Context: an optimization exercise on an open-source flow, tuned for a short achievable clock period and few clock cycles. The choices shown serve that exercise and are no tape-out recipe.
Function was checked by simulation only, so behaviour that the tests miss may differ from the original.
Power and IR drop assume default switching activity.

==> design.v <==
module ifu_fetch
(
    input       wire    [32-1:0]     pc_i,
    input       wire    [32-1:0]      rd_data_i,
    input       wire                        busy_,
    output      wire    [32-1:0]      inst_o,  
    output      wire    [32-1:0]     pc_o,
    output      wire                        wait_
);
assign inst_o = rd_data_i;
assign pc_o = pc_i;
assign wait_ = busy_;
endmodule
module ifu_reg
(
    input       wire    [32-1:0]      inst_i,  
    input       wire                        clk,
    input       wire                        reset,
    input       wire    [32-1:0]     pc_i,
    input       wire                        flush,
    input       wire                        stall,
    input       wire    [32-1:0]     jmp_addr,
    output      reg     [32-1:0]     pc_o,
    output      reg     [32-1:0]      inst_o,
    output      reg     [32-1:0]     pc_next_o
);
always @(posedge clk or negedge reset) begin
    if(reset == 1'b0)begin
        pc_o <= 0;
        pc_next_o <= 0;
        inst_o <= 32'b0000_0000_0000_0000_0000_0000_0001_0011;
    end
    else if(flush == 1'b1)begin
        pc_o <= jmp_addr;
        pc_next_o <= jmp_addr;
        inst_o <= 32'b0000_0000_0000_0000_0000_0000_0001_0011;
    end
    else if(stall == 1'b1)begin
        pc_o <= pc_o;
        pc_next_o <= pc_o;
        inst_o <= inst_o;
    end
    else begin
        pc_o <= pc_i;
        pc_next_o <= pc_i + 4;
        inst_o <= inst_i;
    end
end
endmodule
module ifu
(
    input       wire                        clk,
    input       wire                        reset,
    input       wire                        flush,
    input       wire                        stall,
    input       wire    [32-1:0]     jmp_addr_i,
    input       wire    [32-1:0]      rd_data_i,
    input       wire                        busy_,
    output      wire    [32-1:0]      inst_o, 
    output      wire    [32-1:0]     pc_o,
    output      wire    [32-1:0]     fetch_addr_o,
    output      wire                        wait_
);
wire [32-1:0] pc;
wire [32-1:0] pc_next;
wire [32-1:0]  inst;
assign fetch_addr_o = pc_next;
ifu_fetch ifu_fetch
(
    .pc_i(pc_next),
    .rd_data_i(rd_data_i),
    .busy_(busy_),
    .inst_o(inst),  
    .pc_o(pc),
    .wait_(wait_)
);
ifu_reg ifu_reg
(
    .clk(clk),
    .reset(reset),
    .inst_i(inst),  
    .pc_i(pc),
    .flush(flush),
    .stall(stall),
    .jmp_addr(jmp_addr_i),
    .pc_o(pc_o),
    .inst_o(inst_o),
    .pc_next_o(pc_next)
);
endmodule
module idu_dec
(
    input       wire    [32-1:0]      inst_i, 
    input       wire    [32-1:0]     pc_i,  
    input      wire     [32-1:0]    rd_data_0,
    input      wire     [32-1:0]    rd_data_1,
    output     reg      [4:0]                    rd_addr_0,
    output     reg      [4:0]                    rd_addr_1,
    output     reg     [32-1:0]         op_1_o,
    output     reg     [32-1:0]         op_2_o,
    output     reg     [32-1:0]         jmp_1_o,
    output     reg     [32-1:0]         jmp_2_o,
    output     wire     [32-1:0]         inst_o, 
    output     wire    [32-1:0]         pc_o,  
    output     reg                             jmp_o,
    output     reg                             wr_en_,
    output     wire     [4:0]                  wb_addr_o, 
    output     reg                             mem_rw,  
    output     reg                             mem_req_
);
wire [6:0] opcode = inst_i[6:0];
wire [4:0] rd = inst_i[11:7];
wire [2:0] funct3 = inst_i[14:12];
wire [4:0] rs1 = inst_i[19:15];
wire [4:0] rs2 = inst_i[24:20];
wire [7:0] funct7 = inst_i[31:25];
assign wb_addr_o = rd;
assign pc_o = pc_i;
assign inst_o = inst_i;
always @(*) begin
    rd_addr_0 = 0;
    rd_addr_1 = 0;
    op_1_o = 0;
    op_2_o = 0;
    jmp_o = 1'b0;
    jmp_1_o = 0;
    jmp_2_o = 0;
    wr_en_ = 1'b1;
    mem_rw = 1'b0;
    mem_req_ = 1'b1;
    case(opcode)
        7'b0010011:begin  
            case(funct3)
                3'b000,3'b010,3'b011,3'b100,3'b110,3'b111,3'b001,3'b101,3'b101:begin
                    rd_addr_0 = rs1;
                    rd_addr_1 = 0;
                    op_1_o = rd_data_0;
                    op_2_o = {{20{inst_i[31]}}, inst_i[31:20]};
                    jmp_o = 1'b0;
                    jmp_1_o = 0;
                    jmp_2_o = 0;
                    wr_en_ = 1'b0;
                end
                default:begin
                    rd_addr_0 = 0;
                    rd_addr_1 = 0;
                    op_1_o = 0;
                    op_2_o = 0;
                    jmp_o = 1'b0;
                    jmp_1_o = 0;
                    jmp_2_o = 0;
                    wr_en_ = 1'b1;
                end
            endcase
        end
        7'b0110011:begin
            case(funct3) 
                3'b000,3'b000,3'b001,3'b010,3'b011,3'b100,3'b101,3'b101,3'b110,3'b111:begin
                    rd_addr_0 = rs1;
                    rd_addr_1 = rs2;
                    op_1_o = rd_data_0;
                    op_2_o = rd_data_1;
                    jmp_o = 1'b0;
                    jmp_1_o = 0;
                    jmp_2_o = 0;
                    wr_en_ = 1'b0;
                end
                default:begin
                    rd_addr_0 = 0;
                    rd_addr_1 = 0;
                    op_1_o = 0;
                    op_2_o = 0;
                    jmp_o = 1'b0;
                    jmp_1_o = 0;
                    jmp_2_o = 0;
                    wr_en_ = 1'b1;
                end
            endcase
        end
        7'b0110111:begin
            rd_addr_0 = rs1;
            rd_addr_1 = 0;
            op_1_o = {inst_i[31:12], 12'b0};
            op_2_o = 0;
            jmp_o = 1'b0;
            jmp_1_o = 0;
            jmp_2_o = 0;
            wr_en_ = 1'b0;
        end
        7'b0010111:begin
            rd_addr_0 = 0;
            rd_addr_1 = 0;
            op_1_o = pc_i;
            op_2_o = {inst_i[31:12], 12'b0};
            wr_en_ = 1'b0;
        end
        7'b1101111:begin  
            rd_addr_0 = 0;
            rd_addr_1 = 0;
            op_1_o = pc_i;
            op_2_o = 4;
            jmp_o = 1'b1;
            jmp_1_o = pc_i;
            jmp_2_o = {{12{inst_i[31]}}, inst_i[19:12], inst_i[20], inst_i[30:21], 1'b0};
            wr_en_ = 1'b0;
        end
        7'b1100111:begin
            rd_addr_0 = rs1;
            rd_addr_1 = 0;
            op_1_o = pc_i;
            op_2_o = 4;
            jmp_o = 1'b1;
            jmp_1_o = rd_data_0;
            jmp_2_o = {{20{inst_i[31]}}, inst_i[31:20]};
            wr_en_ = 1'b0;
        end
        7'b1100011:begin  
            case (funct3)
                3'b000,3'b001,3'b100,3'b101,3'b110,3'b111:begin
                    rd_addr_0 = rs1;
                    rd_addr_1 = rs2;
                    op_1_o = rd_data_0;
                    op_2_o = rd_data_1;
                    jmp_o = 1'b1;
                    jmp_1_o = pc_i;
                    jmp_2_o = {{20{inst_i[31]}}, inst_i[7], inst_i[30:25], inst_i[11:8], 1'b0};
                    wr_en_ = 1'b1;
                end
                default:begin
                    rd_addr_0 = 0;
                    rd_addr_1 = 0;
                    op_1_o = 0;
                    op_2_o = 0;
                    jmp_o = 1'b0;
                    jmp_1_o = 0;
                    jmp_2_o = 0;
                    wr_en_ = 1'b1;
                end
            endcase
        end
        7'b0000011:begin
            case(funct3)
                3'b000,3'b001,3'b010,3'b100,3'b101:begin
                    rd_addr_0 = rs1;
                    rd_addr_1 = 0;
                    op_1_o = rd_data_0;
                    op_2_o = {{20{inst_i[31]}}, inst_i[31:20]};
                    jmp_o = 1'b0;
                    jmp_1_o = 0;
                    jmp_2_o = 0;
                    wr_en_ = 1'b0;
                end
                default:begin
                    rd_addr_0 = 0;
                    rd_addr_1 = 0;
                    op_1_o = 0;
                    op_2_o = 0;
                    jmp_o = 1'b0;
                    jmp_1_o = 0;
                    jmp_2_o = 0;
                    wr_en_ = 1'b1;
                end
            endcase
        end
        7'b0100011:begin
            case(funct3)
                3'b000,3'b001,3'b010:begin
                    rd_addr_0 = rs1;
                    rd_addr_1 = rs2;
                    op_1_o = rd_data_0;
                    op_2_o = {{20{inst_i[31]}}, inst_i[31:25], inst_i[11:7]};
                    jmp_o = 1'b0;
                    jmp_1_o = rd_data_1;
                    jmp_2_o = 0;
                    wr_en_ = 1'b1;
                end
                default:begin
                    rd_addr_0 = 0;
                    rd_addr_1 = 0;
                    op_1_o = 0;
                    op_2_o = 0;
                    jmp_o = 1'b0;
                    jmp_1_o = 0;
                    jmp_2_o = 0;
                    wr_en_ = 1'b1;
                end
            endcase
        end
        7'b0001111:begin
            case(funct3)
                3'b000:begin
                    rd_addr_0 = rs1;
                    rd_addr_1 = rs2;
                    op_1_o = inst_i;
                    op_2_o = 32'h4;
                end
            endcase
        end
        default:begin
            rd_addr_0 = 0;
            rd_addr_1 = 0;
            op_1_o = 0;
            op_2_o = 0;
            jmp_o = 1'b0;
            jmp_1_o = 0;
            jmp_2_o = 0;
            wr_en_ = 1'b1;
        end
    endcase
end
endmodule
module idu_reg
(
    input      wire    [32-1:0]         op_1_i,
    input      wire    [32-1:0]         op_2_i,
    input      wire    [32-1:0]         jmp_1_i,
    input      wire    [32-1:0]         jmp_2_i,
    input      wire    [32-1:0]          inst_i, 
    input      wire    [32-1:0]         pc_i,  
    input      wire                            jmp_i,
    input      wire    [4:0]                   wb_addr_i, 
    input      wire                            dec_wr_en_,
    output     reg     [32-1:0]         op_1_o,
    output     reg     [32-1:0]         op_2_o,
    output     reg     [32-1:0]         jmp_1_o,
    output     reg     [32-1:0]         jmp_2_o,
    output     reg     [32-1:0]          inst_o, 
    output     reg     [32-1:0]         pc_o,  
    output     reg                             jmp_o,
    output     reg      [4:0]                  wb_addr_o, 
    output     reg                             wr_en_,
    input      wire                            clk,
    input      wire                            reset,
    input      wire                            flush,
    input      wire                            stall
);
always @(posedge clk or negedge reset) begin
    if(reset == 1'b0)begin
        inst_o <= 32'b0000_0000_0000_0000_0000_0000_0001_0011;
        op_1_o <= 0;
        op_2_o <= 0;
        jmp_1_o <= 0;
        jmp_2_o <= 0;
        pc_o <= 0;
        jmp_o <= 0;
        wb_addr_o <= 0;
        wr_en_ <= 1'b1;
    end
    else if(flush == 1'b1)begin
        inst_o <= 32'b0000_0000_0000_0000_0000_0000_0001_0011;
        op_1_o <= 0;
        op_2_o <= 0;
        jmp_1_o <= 0;
        jmp_2_o <= 0;
        pc_o <= pc_o;
        jmp_o <= 0;
        wb_addr_o <= wb_addr_o;
        wr_en_ <= 1'b1;
    end
    else if (stall == 1'b1)begin
        op_1_o <= op_1_o;
        op_2_o <= op_2_o;
        jmp_1_o <= jmp_1_o;
        jmp_2_o <= jmp_2_o;
        inst_o <= inst_o;
        pc_o <= pc_o;
        jmp_o <= jmp_o;
        wb_addr_o <= wb_addr_o;
        wr_en_ <= wr_en_;
    end
    else begin
        op_1_o <= op_1_i;
        op_2_o <= op_2_i;
        jmp_1_o <= jmp_1_i;
        jmp_2_o <= jmp_2_i;
        inst_o <= inst_i;
        pc_o <= pc_i;
        jmp_o <= jmp_i;
        wb_addr_o <= wb_addr_i;
        wr_en_ <= dec_wr_en_;
    end
end
endmodule
module idu  
(
    input       wire                        clk,
    input       wire                        reset,
    input       wire                        flush,
    input       wire                        stall,  
    input       wire    [32-1:0]      inst_i, 
    input       wire    [32-1:0]     pc_i,
    output     wire     [32-1:0]         op_1_o,
    output     wire     [32-1:0]         op_2_o,
    output     wire     [32-1:0]         jmp_1_o,
    output     wire     [32-1:0]         jmp_2_o,
    output     wire     [32-1:0]          inst_o, 
    output     wire     [32-1:0]         pc_o,  
    output     wire                             jmp_o,
    output     wire                             wr_en_,
    output     wire     [4:0]                   wb_addr_o, 
    input      wire     [32-1:0]    rd_data_0,
    input      wire     [32-1:0]    rd_data_1,
    output     wire      [4:0]                   rd_addr_0,
    output     wire      [4:0]                   rd_addr_1,
    output     wire                              mem_rw,
    output     wire                              mem_req_
);
wire    [32-1:0]         op_1;
wire    [32-1:0]         op_2;
wire    [32-1:0]         jmp_1;
wire    [32-1:0]         jmp_2;
wire    [32-1:0]          inst; 
wire    [32-1:0]         pc;  
wire                            jmp;
wire    [4:0]                   wb_addr; 
wire                            dec_wr_en_;
idu_reg idu_reg
(
    .op_1_i(op_1),
    .op_2_i(op_2),
    .jmp_1_i(jmp_1),
    .jmp_2_i(jmp_2),
    .inst_i(inst), 
    .pc_i(pc),  
    .jmp_i(jmp),
    .wb_addr_i(wb_addr), 
    .dec_wr_en_(dec_wr_en_),
    .op_1_o(op_1_o),
    .op_2_o(op_2_o),
    .jmp_1_o(jmp_1_o),
    .jmp_2_o(jmp_2_o),
    .inst_o(inst_o), 
    .pc_o(pc_o),  
    .jmp_o(jmp_o),
    .wb_addr_o(wb_addr_o), 
    .wr_en_(wr_en_),
    .clk(clk),
    .reset(reset),
    .flush(flush),
    .stall(stall)
);
idu_dec idu_dec
(
    .inst_i(inst_i), 
    .pc_i(pc_i),  
    .rd_data_0(rd_data_0),
    .rd_data_1(rd_data_1),
    .rd_addr_0(rd_addr_0),
    .rd_addr_1(rd_addr_1),
    .op_1_o(op_1),
    .op_2_o(op_2),
    .jmp_1_o(jmp_1),
    .jmp_2_o(jmp_2),
    .inst_o(inst), 
    .pc_o(pc),  
    .jmp_o(jmp),
    .wr_en_(dec_wr_en_),
    .wb_addr_o(wb_addr), 
    .mem_rw(mem_rw),  
    .mem_req_(mem_req_)
);
endmodule
module regs_32I
(
    input       wire            [4:0]                    rd_addr_0,
    input       wire            [4:0]                    rd_addr_1,
    input       wire            [4:0]                    wr_addr,
    input       wire            [32-1:0]    wr_data,
    input       wire                                     reset,
    input       wire                                     clk,
    input       wire                                     wr_en_,
    output      wire            [32-1:0]    rd_data_0,
    output      wire            [32-1:0]    rd_data_1
);
reg [32-1:0] regs [0:32-1];
assign rd_data_0 = (rd_addr_0 == wr_addr && wr_en_ == 1'b0 && wr_addr != 0) ? wr_data:
                    (rd_addr_0 == 0)?0:regs[rd_addr_0];
assign rd_data_1 = (rd_addr_1 == wr_addr && wr_en_ == 1'b0 && wr_addr != 0) ? wr_data:
                    (rd_addr_1 == 0)?0:regs[rd_addr_1];
integer i;
always @(posedge clk or negedge reset) begin
    if(reset == 1'b0)begin
        for(i = 0;i < 32 ;i = i+1)begin
            regs[i] <= 0;
        end
    end
    else if(wr_en_ == 1'b0 && wr_addr != 0)begin
            regs[wr_addr] <= wr_data;
    end
end
endmodule
module exu_alu
(
    input      wire    [32-1:0]         op_1_i,
    input      wire    [32-1:0]         op_2_i,
    input      wire    [32-1:0]         jmp_1_i,
    input      wire    [32-1:0]         jmp_2_i,
    input      wire    [32-1:0]          inst_i,
    input      wire    [32-1:0]         pc_i,
    input      wire                            wr_en_,
    input      wire     [4:0]                  wb_addr_i,
    output     reg      [32-1:0]        jmp_addr_o,
    output     reg                             jmp_o,
    input      wire    [32-1:0]         mem_rd_data_i,
    output     reg                             mem_we_o,
    output     reg     [3:0]                   mem_wstrb_o,
    output     reg     [32-1:0]         mem_wr_data_o,
    output     wire    [32-1:0]         mem_addr_o,
    output      wire            [4:0]                    wr_addr_o,
    output      wire            [32-1:0]    wr_data_o,
    output      wire                                     reg_wr_en_
);
wire [6:0] opcode = inst_i[6:0];
wire [2:0] funct3 = inst_i[14:12];
wire [6:0] funct7 = inst_i[31:25];
wire  [32-1:0] ops_sll = op_1_i << op_2_i[4:0];
wire  [32-1:0] ops_srl = op_1_i >> op_2_i[4:0];
wire  [32-1:0] ops_sra = ($signed(op_1_i)) >>> op_2_i[4:0];
wire  [32-1:0] ops_add = op_1_i + op_2_i;
wire  [32-1:0] ops_sub = op_1_i - op_2_i;
wire  [32-1:0] ops_and = op_1_i & op_2_i;
wire  [32-1:0] ops_or  = op_1_i | op_2_i;
wire  [32-1:0] ops_xor = op_1_i ^ op_2_i;
wire                  ops_ge  = $signed(op_1_i) >= $signed(op_2_i);
wire                  ops_geu = op_1_i >= op_2_i;
wire                  ops_eq  = op_1_i == op_2_i;
wire  [32-1:0] jmps_add = jmp_1_i + jmp_2_i;
wire  [7:0]  ld_byte = mem_rd_data_i >> {ops_add[1:0], 3'b000};
wire  [15:0] ld_half = ops_add[1] ? mem_rd_data_i[31:16] : mem_rd_data_i[15:0];
reg    [32-1:0]  wb_data;
assign      mem_addr_o = ops_add;
assign      reg_wr_en_ = wr_en_;
assign      wr_addr_o  = wb_addr_i;
assign      wr_data_o  = wb_data;
always @(*) begin
    wb_data = ops_add;
    jmp_o = 1'b0;
    jmp_addr_o = jmps_add;
    mem_we_o = 1'b0;
    mem_wstrb_o = 4'b0000;
    mem_wr_data_o = jmp_1_i;
    case(opcode)
        7'b0010011:begin
            case(funct3)
                3'b000:  wb_data = ops_add;
                3'b010:  wb_data = {31'b0, ~ops_ge};
                3'b011: wb_data = {31'b0, ~ops_geu};
                3'b100:  wb_data = ops_xor;
                3'b110:   wb_data = ops_or;
                3'b111:  wb_data = ops_and;
                3'b001:  wb_data = ops_sll;
                default:      wb_data = (funct7 == 0) ? ops_srl : ops_sra;
            endcase
        end
        7'b0110011:begin
            case(funct3)
                3'b000:   wb_data = (funct7 == 0) ? ops_add : ops_sub;
                3'b010:   wb_data = {31'b0, ~ops_ge};
                3'b011:  wb_data = {31'b0, ~ops_geu};
                3'b100:   wb_data = ops_xor;
                3'b110:    wb_data = ops_or;
                3'b111:   wb_data = ops_and;
                3'b001:   wb_data = ops_sll;
                default:      wb_data = (funct7 == 0) ? ops_srl : ops_sra;
            endcase
        end
        7'b0110111, 7'b0010111:begin
            wb_data = ops_add;
        end
        7'b1101111:begin  
            jmp_o = 1'b1;
            wb_data = ops_add;
        end
        7'b1100111:begin
            jmp_o = 1'b1;
            wb_data = ops_add;
            jmp_addr_o = {jmps_add[31:1], 1'b0};
        end
        7'b1100011:begin
            case (funct3)
                3'b000:  jmp_o = ops_eq;
                3'b001:  jmp_o = ~ops_eq;
                3'b100:  jmp_o = ~ops_ge;
                3'b101:  jmp_o = ops_ge;
                3'b110: jmp_o = ~ops_geu;
                3'b111: jmp_o = ops_geu;
                default:     jmp_o = 1'b0;
            endcase
        end
        7'b0000011:begin
            case(funct3)
                3'b000:  wb_data = {{24{ld_byte[7]}}, ld_byte};
                3'b100: wb_data = {24'b0, ld_byte};
                3'b001:  wb_data = {{16{ld_half[15]}}, ld_half};
                3'b101: wb_data = {16'b0, ld_half};
                default:    wb_data = mem_rd_data_i;
            endcase
        end
        7'b0100011:begin
            case(funct3)
                3'b000:begin
                    mem_we_o = 1'b1;
                    mem_wstrb_o = 4'b0001 << ops_add[1:0];
                    mem_wr_data_o = {4{jmp_1_i[7:0]}};
                end
                3'b001:begin
                    mem_we_o = 1'b1;
                    mem_wstrb_o = ops_add[1] ? 4'b1100 : 4'b0011;
                    mem_wr_data_o = {2{jmp_1_i[15:0]}};
                end
                3'b010:begin
                    mem_we_o = 1'b1;
                    mem_wstrb_o = 4'b1111;
                end
                default:begin
                end
            endcase
        end
        default:begin
        end
    endcase
end
endmodule
module ulsoc_core
(
    input       wire                        clk,
    input       wire                        rst_n,
    output      wire    [32-1:0]     imem_addr,
    input       wire    [32-1:0]      imem_rdata,
    output      wire    [32-1:0]     dmem_addr,
    input       wire    [32-1:0]     dmem_rdata,
    output      wire                        dmem_we,
    output      wire    [3:0]               dmem_wstrb,
    output      wire    [32-1:0]     dmem_wdata,
    output      wire                        wb_valid,
    output      wire    [4:0]               wb_rd,
    output      wire    [32-1:0] wb_data
);
wire                        flush;
wire    [32-1:0]     jmp_addr;
wire    [32-1:0]      if_inst;
wire    [32-1:0]     if_pc;
wire    [32-1:0]     id_op_1;
wire    [32-1:0]     id_op_2;
wire    [32-1:0]     id_jmp_1;
wire    [32-1:0]     id_jmp_2;
wire    [32-1:0]      id_inst;
wire    [32-1:0]     id_pc;
wire                        id_jmp;
wire                        id_wr_en_;
wire    [4:0]               id_wb_addr;
wire    [32-1:0] rd_data_0;
wire    [32-1:0] rd_data_1;
wire    [4:0]               rd_addr_0;
wire    [4:0]               rd_addr_1;
wire    [4:0]               wr_addr;
wire    [32-1:0] wr_data;
wire                        wr_en_;
ifu ifu
(
    .clk(clk),
    .reset(rst_n),
    .flush(flush),
    .stall(1'b0),
    .jmp_addr_i(jmp_addr),
    .rd_data_i(imem_rdata),
    .busy_(1'b1),
    .inst_o(if_inst),
    .pc_o(if_pc),
    .fetch_addr_o(imem_addr),
    .wait_()
);
idu idu
(
    .clk(clk),
    .reset(rst_n),
    .flush(flush),
    .stall(1'b0),
    .inst_i(if_inst),
    .pc_i(if_pc),
    .op_1_o(id_op_1),
    .op_2_o(id_op_2),
    .jmp_1_o(id_jmp_1),
    .jmp_2_o(id_jmp_2),
    .inst_o(id_inst),
    .pc_o(id_pc),
    .jmp_o(id_jmp),
    .wr_en_(id_wr_en_),
    .wb_addr_o(id_wb_addr),
    .rd_data_0(rd_data_0),
    .rd_data_1(rd_data_1),
    .rd_addr_0(rd_addr_0),
    .rd_addr_1(rd_addr_1),
    .mem_rw(),
    .mem_req_()
);
regs_32I regs_32I
(
    .rd_addr_0(rd_addr_0),
    .rd_addr_1(rd_addr_1),
    .wr_addr(wr_addr),
    .wr_data(wr_data),
    .reset(rst_n),
    .clk(clk),
    .wr_en_(wr_en_),
    .rd_data_0(rd_data_0),
    .rd_data_1(rd_data_1)
);
exu_alu exu_alu
(
    .op_1_i(id_op_1),
    .op_2_i(id_op_2),
    .jmp_1_i(id_jmp_1),
    .jmp_2_i(id_jmp_2),
    .inst_i(id_inst),
    .pc_i(id_pc),
    .wr_en_(id_wr_en_),
    .wb_addr_i(id_wb_addr),
    .jmp_addr_o(jmp_addr),
    .jmp_o(flush),
    .mem_rd_data_i(dmem_rdata),
    .mem_we_o(dmem_we),
    .mem_wstrb_o(dmem_wstrb),
    .mem_wr_data_o(dmem_wdata),
    .mem_addr_o(dmem_addr),
    .wr_addr_o(wr_addr),
    .wr_data_o(wr_data),
    .reg_wr_en_(wr_en_)
);
assign wb_valid = (wr_en_ == 1'b0) && (wr_addr != 0);
assign wb_rd    = wr_addr;
assign wb_data  = wr_data;
endmodule
==> run.sh <==
#!/bin/bash
# synth_recipe.tcl (not shown) runs the flow's synth.tcl, then flattens the netlist and writes it again
# the make line also repeats each setting of config.mk as NAME=value (left out here)
make -C /OpenROAD-flow-scripts/flow DESIGN_CONFIG=/design/flow/config.mk WORK_HOME=/design/flow/orfs CLKGATE_MAP_FILE= SYNTH_SCRIPT=/design/flow/synth_recipe.tcl finish
==> config.mk <==
export PLATFORM = sky130hd
export DESIGN_NAME = ulsoc_core
export DESIGN_NICKNAME = ulsoc_core
export VERILOG_FILES = /design/flow/design.v
export SDC_FILE = /design/flow/constraint.sdc
export NUM_CORES = 8
export LEC_CHECK = 0
export CAP_MARGIN = 30
export CORE_MARGIN = 2
export CORE_UTILIZATION = 50
export SLEW_MARGIN = 30
==> constraint.sdc <==
create_clock -name core_clock -period 9.0 [get_ports {clk}]
set_input_delay 1.8000 -clock core_clock [delete_from_list [all_inputs] [get_ports {clk}]]
set_output_delay 1.8000 -clock core_clock [all_outputs]
set_load 0.01 [all_outputs]
==> results.py <==
metrics = {
    "timing": {
        "finalSetupTns_ns": 0,
        "rsz0062_at_grt": "no",
        "fin_crit_ns": 8.31,
        "clock_skew_ns": 0.0898,
        "drv_slew": 0,
        "period_share": 0.924,
        "fin_ws_ns": 0.685,
        "slew_headroom": 0.153,
        "clock.fmax_mhz": 120,
        "timing.final.hold_violations": 0,
        "tightestPinTransition_ns": 1.27,
        "final-setup-viol-count": 0,
    },
    "pwr": {
        "seqPwrFrac": 0.468,
        "pwr-share-comb": 0.099,
        "p_per_area_mw_per_mm2": 170,
        "total_power_w": 0.0140,
        "cell_internal_pwr_w": 0.00988,
        "ir_drop_v": 0.000169,
        "clock_power_share": 0.433,
        "swShare": 0.292,
        "leakagePower_nw": 34.2,
        "p_sw_w": 0.00408,
    },
    "floorplan": {
        "die-area_mm2": 0.146,
        "die_x_um": 382,
        "die_y_um": 382,
        "io_pins": 205,
        "num_rows": 138,
        "fp.coreArea_mm2": 0.142,
        "initial_utilization": 0.504,
    },
    "placement": {
        "place_congestion": 1.09,
        "dp_hpwl_um": 281000,
        "portBuffers": 204,
        "place_inst": 9875,
        "pre_cts_ws_ns": 1.45,
    },
    "worst_setup_path": {
        "arrival_ns": 6.51,
        "rrSetupSlack_ns": 1.97,
        "crit_type": "reg -> out",
        "cp_max_fo": 34,
        "critPathLaunchType": "flip-flop",
        "reg2reg_depth": 16,
        "timing.rr.start": "idu.idu_reg.op_2_o[0]$_DFF_PN0_",
        "reg2reg_to": "idu.idu_reg.op_2_o[7]$_DFF_PN0_",
        "crit_path_end_kind": "output pin",
        "required_ns": 7.20,
    },
    "cells_and_area": {
        "fin_util": 0.577,
        "nNetsFinal": 8327,
        "area_growth_pct": 14.5,
        "multi_input_area_mm2": 0.0383,
        "num-fill-cells": 12903,
        "seqCellArea_mm2": 0.0308,
        "drive_above_1_share": 0.118,
        "layout.cells.non_filler": 10172,
    },
    "global_route": {
        "grt_usage": 0.581,
        "grt_use_met2": 0.764,
        "grt.met3_usage": 0.325,
        "first_global_vias": 72398,
        "top_usage_layer": "met2",
        "antenna_found_initial": 50,
        "grt_pass1_wl_um": 591000,
        "grt_max_degree": 159,
        "use_met1": 0.658,
        "overflow": 0,
    },
    "drt": {
        "route.detailed.drc": 0,
        "vias_per_cell": 7.83,
        "vias": 79596,
        "antenna_left": 0,
        "wl_um": 435000,
        "dr.pass1.iters": 14,
        "wl_per_cell_um": 42.8,
        "drt_iter0_markers": 16811,
    },
    "clocking": {
        "cts_buffer_depth": 3,
        "clock_latency_ns": 0.83,
        "root_buffer": "clkbuf_16",
        "cts_tree": "done",
        "cts_setup_buffers": 0,
        "clkSinkCount": 1228,
        "cts_resized": 0,
        "ctsHtreeMaxLevel": 4,
        "ctsHoldBuffers": 0,
        "cts_buffers": 136,
        "clkTransAtPathRegs_ns": 0.07,
    },
    "min_path": {
        "min_to": "regs_32I.regs[25][23]$_DFFE_PN0P_",
        "worstHoldStart": "regs_32I.regs[25][23]$_DFFE_PN0P_",
        "holdPathStages": 2,
        "hold_path_class": "reg -> reg",
    },
    "synth": {
        "syn_nets": 8389,
        "ys_seq_area_frac": 0.429,
        "synth-edff-count": 0,
        "synth_top_area_frac": 0.427,
        "synth_area_mm2": 0.0716,
        "syn_area_per_cell_um2": 8.74,
        "synth_area_leaders": "dfrtp_1, o21ai_0, nand2_1, a22oi_1, clkbuf_1",
        "ys_warn_count": 6,
        "synthArstFlopShare": 1.00,
        "ys_seq_elements": 1228,
        "synth_cell_types": 98,
        "synth_ff_type": "dfrtp_1",
        "syn-instance-count": 8191,
        "yosysTopAreaCell": "dfrtp_1",
    },
    "job": {
        "drv_cap": 0,
    },
    "outcome": {
        "status": "complete, no violations",
    },
}
-- flip-flops by register name, summed over array words and instances (netlist names) --
name,count
idu.idu_reg.jmp_1_o,32
idu.idu_reg.op_1_o,32
ifu.ifu_reg.pc_next_o,32
idu.idu_reg.inst_o,17
regs_32I.regs,992
ifu.ifu_reg.pc_o,32
idu.idu_reg.jmp_2_o,21
idu.idu_reg.op_2_o,32
idu.idu_reg.wr_en_,1
ifu.ifu_reg.inst_o,32
idu.idu_reg.wb_addr_o,5
-- power groups by stage --
stage / registers [W] / logic [W] / clock network, W
3_5_place_dp: 0.00658 / 0.00129 / 0
3_3_place_gp: 0.00657 / 0.00126 / 0
4_1_cts: 0.00649 / 0.00130 / 0.00599
2_1_floorplan: 0.00637 / 0.000686 / 0
5_1_grt: 0.00655 / 0.00146 / 0.00622
6_report: 0.00654 / 0.00138 / 0.00605
-- Yosys cell counts (all sizes together) (46+ instances only) --
cell type / count
a211oi: 60
a21oi: 345
a221oi: 165
a222oi: 54
a22o: 114
a22oi: 567
a31oi: 53
and2: 70
and3: 46
buf: 179
clkbuf: 565
dfrtp: 1221
ha: 129
inv: 181
mux2: 115
mux2i: 130
mux4: 60
nand2: 1430
nand2b: 64
nand3: 137
nand4: 130
nor2: 366
nor3: 143
o21ai: 1145
o22ai: 47
xnor2: 71
-- final cells by class --
type                       count  share of cell area
multi-input combinational   6036               0.468
sequential                  1228               0.375
timing repair buffer         544              0.0597
clock buffer                 194              0.0479
tap                         1890              0.0289
clock inverter                54              0.0108
inverter                     183             0.00838
antenna                       43             0.00131
-- routing by layer --
layer	part of all wire	routed length [um]
met3	0.17	74500
met4	0.12	53800
met2	0.38	164000
met5	0.0029	1250
met1	0.32	141000
-- layout by cell type (no fill, tap or decap), types with 30 or more instances in the layout --
| master | synthesis | final |
|---|---|---|
| a222oi_1 | 54 | 54 |
| mux2_2 | 114 | 114 |
| clkbuf_16 | 0 | 137 |
| inv_1 | 180 | 179 |
| xnor2_1 | 71 | 71 |
| nor3_1 | 127 | 99 |
| ha_1 | 129 | 129 |
| buf_4 | 13 | 310 |
| mux2i_1 | 130 | 130 |
| o21a_1 | 31 | 31 |
| and3_1 | 46 | 46 |
| dfrtp_1 | 1221 | 1209 |
| diode_2 | 0 | 43 |
| a31oi_1 | 53 | 50 |
| clkdlybuf4s50_1 | 0 | 203 |
| a22o_1 | 114 | 114 |
| a22oi_1 | 567 | 566 |
| nand2b_1 | 64 | 64 |
| a21oi_1 | 343 | 335 |
| nand2_2 | 0 | 30 |
| nand2_1 | 1430 | 1396 |
| o22ai_1 | 47 | 47 |
| o21ai_0 | 1125 | 1123 |
| nor2_1 | 366 | 354 |
| a221oi_1 | 164 | 161 |
| mux4_2 | 60 | 60 |
| nand4_1 | 130 | 130 |
| a211oi_1 | 47 | 32 |
| nand3_1 | 137 | 137 |
| o211ai_1 | 42 | 42 |
| and2_1 | 70 | 69 |
-- through the flow --
step | hold WS [ns] | instance area, um2
6_report | 0.508 | 82000
3_3_place_gp | 0.480 | 76600
2_1_floorplan | 0.461 | 71600
5_1_grt | 0.523 | 81900
4_1_cts | 0.502 | 81600
3_5_place_dp | 0.489 | 76800
-- kinds of logic (layout without fill, tap and decap cells) --
kind of cell / count (synthesis) / in the layout / synth area share
compound gates: 2949 / 2949 / 0.270
xor+xnor: 96 / 96 / 0.0117
fa+ha+maj: 132 / 132 / 0.0234
buf+inv: 927 / 975 / 0.0517
flops: 1228 / 1228 / 0.429
mux: 305 / 305 / 0.0551
other cells: 0 / 43 / 0
simple gates: 2554 / 2554 / 0.159
-- worst max-delay path, stage by stage, from the launching register on --
cell and delay [ns]:
dfrtp_4 0.69, buf_4 0.48, ha_1 0.26, inv_1 0.06
fa_1 0.39, nor3b_1 0.16, nor3_1 0.43, nor2b_1 0.14
o21ai_0 0.73, nand4b_1 0.38, and2_1 0.32, a221oi_1 0.28
o21a_1 0.26, buf_4 0.39, inv_1 0.13, clkdlybuf4s50_1 0.62
-- how the worst max path moves through the flow --
stage	from	to	slack (ns)	depth (start not counted)
2_1_floorplan	idu.idu_reg.op_2_o[2]$_DFF_PN0_	wb_data[31]	2.66	19
3_3_place_gp	dmem_rdata[31]	wb_data[25]	1.41	12
3_5_place_dp	dmem_rdata[31]	wb_data[25]	1.45	12
4_1_cts	idu.idu_reg.op_2_o[0]$_DFF_PN0_	wb_data[25]	0.93	14
5_1_grt	idu.idu_reg.op_2_o[0]$_DFF_PN0_	wb_data[24]	0.46	15
6_report	idu.idu_reg.op_2_o[0]$_DFF_PN0_	wb_data[24]	0.69	15

-- port drivers added, routing unchanged --
In the flow no input, the clock included, has a driving cell. The finished layout below was timed again as built, in two steps. Step 1 sets driving cells, clkbuf_16 on the clock port and buf_2 on the other inputs (assumed; they add their load-dependent delay and slew). Step 2 also shifts input and output timing later by t, the mid clock arrival at the registers, as if the neighbouring blocks saw the same clock. Three values: ideal, step 1, step 2; two values: the first two.
shift t [ns]: 0.878
slack for setup (ns): 0.685 / 0.596 / 1.474
hold WS [ns]: 0.508 / 0.508 / 0.508
worst data-port slew with drivers (ns): 0.09
After both steps this run still meets setup and hold. The setup slack of this run moves by -0.089 ns with the drivers and by +0.789 ns with both steps.
